What follows belongs to an exercise in optimizing a design on an open flow for small area; a production flow would make more cautious choices. Where RTL was checked, it was by simulation tests only, not by an equivalence proof against the original. Power figures rest on the tool's default switching activity, not on a simulated workload.

rev 12:
==> module inert_intf, before the edit <==
module inert_intf(clk, rst_n, tmr_full, vld, vld_d, ptch, SS_n, SCLK, MOSI, MISO, INT);
    input clk, rst_n;
    input tmr_full;           
    output vld;               
    output reg vld_d;         
    output [15:0] ptch;       
    output SS_n, SCLK, MOSI;
    input MISO;
    input INT;
    localparam [3:0] INIT1 = 4'd0, INIT2 = 4'd1, INIT3 = 4'd2, INIT4 = 4'd3,
                     CHECK = 4'd4, READ1 = 4'd5, READ2 = 4'd6, READ3 = 4'd7,
                     READ4 = 4'd8, VALID = 4'd9;
    reg [3:0] state, nxt_state;
    wire done, busy, rx0;
    wire [7:0] rd;
    wire [3:0] idx;
    reg wrt;
    SPI_mstr16 #(.RW(8)) mstr(.clk(clk), .rst_n(rst_n), .wrt(wrt), .MISO(MISO),
                    .SCLK(SCLK), .SS_n(SS_n), .done(done), .busy(busy), .fin(),
                    .rx0(rx0), .rd(rd), .mosi_idx(idx));
    reg [15:0] cmd;
    always_comb
        case (state)
            INIT2:   cmd = 16'h0D02;
            INIT3:   cmd = 16'h1053;
            INIT4:   cmd = 16'h1150;
            READ2:   cmd = 16'hA200;
            READ3:   cmd = 16'hA300;
            READ4:   cmd = 16'hAC00;
            VALID:   cmd = 16'hAD00;
            default: cmd = 16'h1460;    
        endcase
    assign MOSI = busy ? cmd[idx] : rx0;
    reg INT_meta, INT_stab;
    always_ff @(posedge clk, negedge rst_n)
        if (!rst_n) begin
            INT_meta <= 1'b0;
            INT_stab <= 1'b0;
        end else begin
            INT_meta <= INT;
            INT_stab <= INT_meta;
        end
    always_ff @(posedge clk, negedge rst_n)
        if (!rst_n)
            vld_d <= 1'b0;
        else
            vld_d <= vld;
    always_ff @(posedge clk, negedge rst_n)
        if (!rst_n)
            state <= INIT1;
        else
            state <= nxt_state;
    always_comb begin
        nxt_state = state;
        wrt = 1'b0;
        case (state)
            INIT1: if (tmr_full) begin wrt = 1'b1; nxt_state = INIT2; end
            INIT2: if (done) begin wrt = 1'b1; nxt_state = INIT3; end
            INIT3: if (done) begin wrt = 1'b1; nxt_state = INIT4; end
            INIT4: if (done) begin wrt = 1'b1; nxt_state = CHECK; end
            CHECK: if (INT_stab) nxt_state = READ1;
            READ1: if (done) begin wrt = 1'b1; nxt_state = READ2; end
            READ2: if (done) begin wrt = 1'b1; nxt_state = READ3; end
            READ3: if (done) begin wrt = 1'b1; nxt_state = READ4; end
            READ4: if (done) begin wrt = 1'b1; nxt_state = VALID; end
            VALID: if (done) nxt_state = CHECK;
            default: nxt_state = INIT1;
        endcase
    end
    assign vld = (state == VALID) && done;
    reg [7:0] ptch_h, ptch_l, AZ_h;
    always_ff @(posedge clk) begin
        if (state == READ2 && done) ptch_l <= rd;
        if (state == READ3 && done) ptch_h <= rd;
    end
    always_ff @(posedge clk, negedge rst_n)
        if (!rst_n)
            AZ_h <= 8'h00;
        else if (vld_d)
            AZ_h <= rd;
    inertial_integrator integ(.clk(clk), .rst_n(rst_n), .upd(vld_d),
                              .ld_fus(state == READ4 && done),
                              .ptch_rt({ptch_h, ptch_l}), .AZ({AZ_h, rd}), .ptch(ptch));
endmodule
==> module shape, before the edit <==
module shape(input [15:0] t, output [10:0] spd, output rev);
    wire neg = t[15];
    wire [15:0] x = t ^ {16{neg}};            
    wire lowt = ~|x[15:7] & ((x[6:0] < 7'd69) | ((x[6:0] == 7'd69) & ~neg));
    wire hit  = |x[15:11] | (x[10:0] > 11'd1067) | ((x[10:0] == 11'd1067) & neg);
    wire [6:0] a7;
    inc #(7) u_a(.a(x[6:0]), .ci(neg), .s(a7), .co());
    wire [10:0] A = lowt ? {a7, 4'b0000} : x[10:0];
    wire [10:0] B = lowt ? ~{4'b0000, a7} : 11'd980;
    wire [10:0] m;
    rca #(11) u_m(.a(A), .b(B), .ci(lowt | neg), .s(m), .co());
    assign spd = hit ? 11'h7ff : m;
    assign rev = neg ? (t >= 16'd33748) : (t >= 16'd31788);
endmodule
Settings: LEC_CHECK=0, CAP_MARGIN=20, CORE_MARGIN=2, CORE_UTILIZATION=60, CTS_BUF_LIST=sky130_fd_sc_hd__clkbuf_8, CTS_CLUSTER_DIAMETER=60, CTS_CLUSTER_SIZE=16, SLEW_MARGIN=20; clock period 12.0 ns.
run.sh (not shown) runs the stock make flow with config.mk's settings and CLKGATE_MAP_FILE= SYNTH_SCRIPT=/design/flow/synth_recipe.tcl, a recipe that flattens the netlist after the stock synthesis.
Setup changes, rev 12 to rev 13
--- a/flow/design.v
+++ b/flow/design.v
@@ -268,8 +268,8 @@
     input MISO;
     input INT;
     localparam [3:0] INIT1 = 4'd0, INIT2 = 4'd1, INIT3 = 4'd2, INIT4 = 4'd3,
-                     CHECK = 4'd4, READ1 = 4'd5, READ2 = 4'd6, READ3 = 4'd7,
-                     READ4 = 4'd8, VALID = 4'd9;
+                     CHECK = 4'd4, READ1 = 4'd5, READ2 = 4'd8, READ3 = 4'd9,
+                     READ4 = 4'd10, VALID = 4'd11;
     reg [3:0] state, nxt_state;
     wire done, busy, rx0;
     wire [7:0] rd;
@@ -427,10 +427,8 @@
     wire [15:0] x = t ^ {16{neg}};            
     wire lowt = ~|x[15:7] & ((x[6:0] < 7'd69) | ((x[6:0] == 7'd69) & ~neg));
     wire hit  = |x[15:11] | (x[10:0] > 11'd1067) | ((x[10:0] == 11'd1067) & neg);
-    wire [6:0] a7;
-    inc #(7) u_a(.a(x[6:0]), .ci(neg), .s(a7), .co());
-    wire [10:0] A = lowt ? {a7, 4'b0000} : x[10:0];
-    wire [10:0] B = lowt ? ~{4'b0000, a7} : 11'd980;
+    wire [10:0] A = lowt ? {x[6:0], {4{neg}}} : x[10:0];
+    wire [10:0] B = lowt ? ~{4'b0000, x[6:0]} : 11'd980;
     wire [10:0] m;
     rca #(11) u_m(.a(A), .b(B), .ci(lowt | neg), .s(m), .co());
     assign spd = hit ? 11'h7ff : m;
Comparing rev 12 and rev 13, the lower overall power consumption is on rev 13.
For the core utilization, rev 13 came in 0.17 points lower than rev 12 did.
There was hardly any difference in total of buffers placed on input and output ports between rev 13 and rev 12.
Rev 13 against rev 12: non-clock buffer count moved up; first-pass GRT wire length moved down; sequential share of layout area moved up.
Of the two values seen for destination of the critical timing path, iBAL.rght_torque[14] was produced by rev 13 and iBAL.rght_torque[15] by rev 12.
Die footprint of rev 13 falls short of that of rev 12 slightly.
Rev 12 has a higher vias per cell than rev 13.
Rev 13 vs. rev 12: first-iteration DRC count moved up; post-synthesis xor/xnor area fraction rose by 0.30 points.
Higher area added between synthesis and finish among rev 12 and rev 13: rev 13
Rev 12 was larger in final cell area than rev 13.
Mux contribution to synthesized area on rev 13 is down relative to rev 12.
The RTL of rev 12 was laid out without a check of its function.
